Context: an optimization exercise on an open-source flow, tuned for small area, a short achievable clock period and few clock cycles per item. The choices shown serve that exercise and are no tape-out recipe. Function was checked by simulation only, so behaviour that the tests miss may differ from the original.

Setup of the reference run:
Design fir_filter, start of the top module:
module fir_filter (
    input logic clk,
    input logic n_rst,
    input logic [15:0] sample_data,
    input logic [15:0] fir_coefficient,
    input logic load_coeff,
    input logic data_ready,
    output logic one_k_samples,
    output logic modwait,
    output logic [15:0] fir_out,
    output logic err
);
Size: ~1900 cells after synthesis, about 350 flip-flops, ~55 I/O pins, ~0.020 mm2 of cells after synthesis.
clock: 11.0 ns
lec_check: 0
cap_margin: 20
core_margin: 2
core_utilization: 70
cts_cluster_diameter: 100
cts_cluster_size: 24
slew_margin: 20
standard.sh (not shown) runs the stock make flow with config.mk's settings and CLKGATE_MAP_FILE= SYNTH_SCRIPT=/design/flow/synth_recipe.tcl, a recipe that flattens the netlist after the stock synthesis.
==> flow/flow/run.sh <==
#!/bin/bash
# The standard layout (the standard.sh: the standard synthesis, then
# floorplan, place, CTS, route and finish), with repair_timing asked to reach
# more setup slack than the design's clock period needs. Make's output goes
# to flow_make.log; each ORFS step keeps its own log under orfs/logs/.
set -euo pipefail
bash standard.sh SETUP_SLACK_MARGIN=8.0 finish > flow_make.log 2>&1
Testbench counts of the reference run, summed over its fixed seeds: cycles 32,288, samples 8,040.
Relative to the reference run, the following input files were edited for the trial run:
- changing SLEW_MARGIN from 20 to 10
- changing CORE_UTILIZATION from 70 to 55
- changing CAP_MARGIN from 20 to 10
-- flow/flow/run.sh --
<<< the reference run, line 7
bash standard.sh SETUP_SLACK_MARGIN=8.0 finish > flow_make.log 2>&1
>>> the trial run, line 7
bash standard.sh SETUP_SLACK_MARGIN=7.7 finish > flow_make.log 2>&1
## What came out
- In the metrics for the reference run and the trial run, the one carrying the higher wire length reported by the detailed router is the reference run.
- The reference run has higher combined area of the multi-input logic cells than the trial run.
- Compared with the reference run, non-clock buffer count in the trial run decreased by more than a quarter.
- The lower number of buffers created by CTS came out of the reference run.
- The trial run: total setup buffers inserted after CTS is 35 lower than what the reference run reported.
- Re clock tree buffer count of the final layout: no difference whatsoever between the trial run and the reference run.


Setup of 02-02:
Another version of the RTL of fir_filter (not shown whole).
For scale: ~2200 cells after synthesis, about 320 flip-flops, about 21000 µm² of cells after synthesis.
export LEC_CHECK = 0
export CAP_MARGIN = 20
export CORE_MARGIN = 2
export CORE_UTILIZATION = 40
export SLEW_MARGIN = 20
create_clock -name core_clock -period 11.0 [get_ports {clk}]
==> flow/flow/run.sh <==
#!/bin/bash
# The standard layout, with repair_timing asked to reach more setup slack
# than the design's clock period needs. Make's output goes to flow_make.log;
# each ORFS step keeps its own log under orfs/logs/.
set -euo pipefail
bash standard.sh SETUP_SLACK_MARGIN=7 finish > flow_make.log 2>&1
Testbench counts of 02-02, summed over its fixed seeds: cycles 32,288, samples 8,040.
For 03-06, these inputs were changed with respect to 02-02:
==> flow/run.sh (new file) <==
#!/bin/bash
# synth_recipe.tcl (not shown) runs the flow's synth.tcl, then flattens the netlist and writes it again
# the make line also repeats each setting of config.mk as NAME=value (left out here)
make -C /OpenROAD-flow-scripts/flow DESIGN_CONFIG=/design/flow/config.mk WORK_HOME=/design/flow/orfs CLKGATE_MAP_FILE= SYNTH_SCRIPT=/design/flow/synth_recipe.tcl finish
removed: flow/flow/run.sh
removed: flow/standard.sh
Notes after the runs:
The higher routed wire length came out of 02-02. Side by side, period utilization turned out higher in 03-06 than in 02-02. Global-route usage was lower in the run labelled 03-06. Looking at fmax, 03-06 sits 0.042 GHz lower than 02-02 does. Cell area | 03-06 vs 02-02 | 03-06 smaller. Looking at 03-06 and 02-02, the met3 demand-to-capacity share in global routing is a wash. 03-06 has number of ordinary and repair buffers in the finished layout below what 02-02 had.


== the previous run ==
fir_filter, a different RTL version from the one above (not shown whole).
Size in the first run: about 2800 cells after synthesis.
Settings: LEC_CHECK=0, ABC_AREA=1, CAP_MARGIN=20, CORE_MARGIN=2, CORE_UTILIZATION=55, SLEW_MARGIN=20; clock period 11.0 ns.
==> flow/flow/run.sh <==
#!/bin/bash
# The standard layout (the standard.sh: the standard synthesis, then
# floorplan, place, CTS, route and finish), with repair_timing asked to reach
# more setup slack than the design's clock period needs. Make's output goes
# to flow_make.log; each ORFS step keeps its own log under orfs/logs/.
set -euo pipefail
bash standard.sh SETUP_SLACK_MARGIN=7.7 finish > flow_make.log 2>&1
No stage failed in the previous run, and the final checks on the layout all came back clean.
Testbench counts of the previous run, summed over its fixed seeds: cycles 32,288, samples 8,040.
#### Input delta (the current run over the previous run)
--- a/flow/config.mk
+++ b/flow/config.mk
@@ -7,3 +7,2 @@
 export LEC_CHECK = 0
-export ABC_AREA = 1
 export CAP_MARGIN = 20
Results
- Changes observed in the current run relative to the previous run: synthesized netlist net count went down by 798; clock-buffer cell count higher; number of non-filler instances in the completed layout shrank by 791.


RTL: one of the versions met above, not the one the previous note started from.
Size: ~1,900 cells after synthesis, about 55 I/O pins.
clock: 11.0 ns
lec_check: 0
cap_margin: 10
core_margin: 2
core_utilization: 62
cts_cluster_diameter: 100
cts_cluster_size: 24
slew_margin: 10
Scripts as last shown in full above: flow/flow/run.sh
Testbench counts at the start, summed over its fixed seeds: cycles 32,288, samples 8,040.
==> next run, changes <==
--- a/flow/config.mk
+++ b/flow/config.mk
@@ -6,8 +6,8 @@
 export NUM_CORES = 4
 export LEC_CHECK = 0
-export CAP_MARGIN = 10
+export CAP_MARGIN = 20
 export CORE_MARGIN = 2
-export CORE_UTILIZATION = 62
+export CORE_UTILIZATION = 55
 export CTS_CLUSTER_DIAMETER = 100
 export CTS_CLUSTER_SIZE = 24
-export SLEW_MARGIN = 10
+export SLEW_MARGIN = 20
After rerunning: Critical path depth is unchanged; setup slack gains 0.014 ns; wire length rose by 2.4%; fmax came out higher by 0.44%; worst hold slack loses 0.0094 ns; die area is higher by 12%; design area rises by 0.78%; register-to-register slack improved by 0.05 ns.

-- separate check: timing with driven ports --
How much do the figures lean on ideal ports? The routed layouts below were timed once more, with nothing changed but the port constraints.
Step 1: set_driving_cell puts a clkbuf_16 on clk and a buf_2 on each other input, an assumption about the parent block.
Step 2 moves the port delays by t, midway between the first and last clock arrival at a register: inputs arrive t later, outputs are due t later. That takes back most of the time a late clock gives input paths.
Slacks: ideal / step 1 / step 2; pairs: ideal / step 1.
run | t (ns) | slack for setup (ns) | worst hold slack (ns) | slew at the worst register clock pin (ns) | pins driven straight from the clock port
the reference run | 0.584 | 7.676 / 7.623 / 7.562 | 0.385 / 0.385 / 0.385 | 0.10 / 0.10 | 1
the trial run | 0.587 | 7.681 / 7.627 / 7.599 | 0.370 / 0.370 / 0.370 | 0.10 / 0.10 | 1
02-02 | 0.623 | 6.674 / 6.674 / 6.674 | 0.365 / 0.365 / 0.365 | 0.07 / 0.07 | 1
03-06 | 0.613 | 5.705 / 5.705 / 5.705 | 0.351 / 0.351 / 0.351 | 0.06 / 0.06 | 1
the previous run | 0.625 | 7.653 / 7.595 / 7.465 | 0.357 / 0.357 / 0.357 | 0.07 / 0.07 | 1
the current run | 0.621 | 7.695 / 7.637 / 7.555 | 0.348 / 0.348 / 0.348 | 0.06 / 0.06 | 1
the first run of note 4 | 0.573 | 7.678 / 7.628 / 7.615 | 0.378 / 0.378 / 0.378 | 0.10 / 0.10 | 1
the second run of note 4 | 0.587 | 7.693 / 7.635 / 7.586 | 0.368 / 0.368 / 0.368 | 0.10 / 0.10 | 1
After both steps setup and hold are still met in every run listed. For the previous run, which loses most, drivers alone change the setup slack by -0.058 ns; drivers and shift together by -0.188 ns. Setup slack includes reset recovery checks.
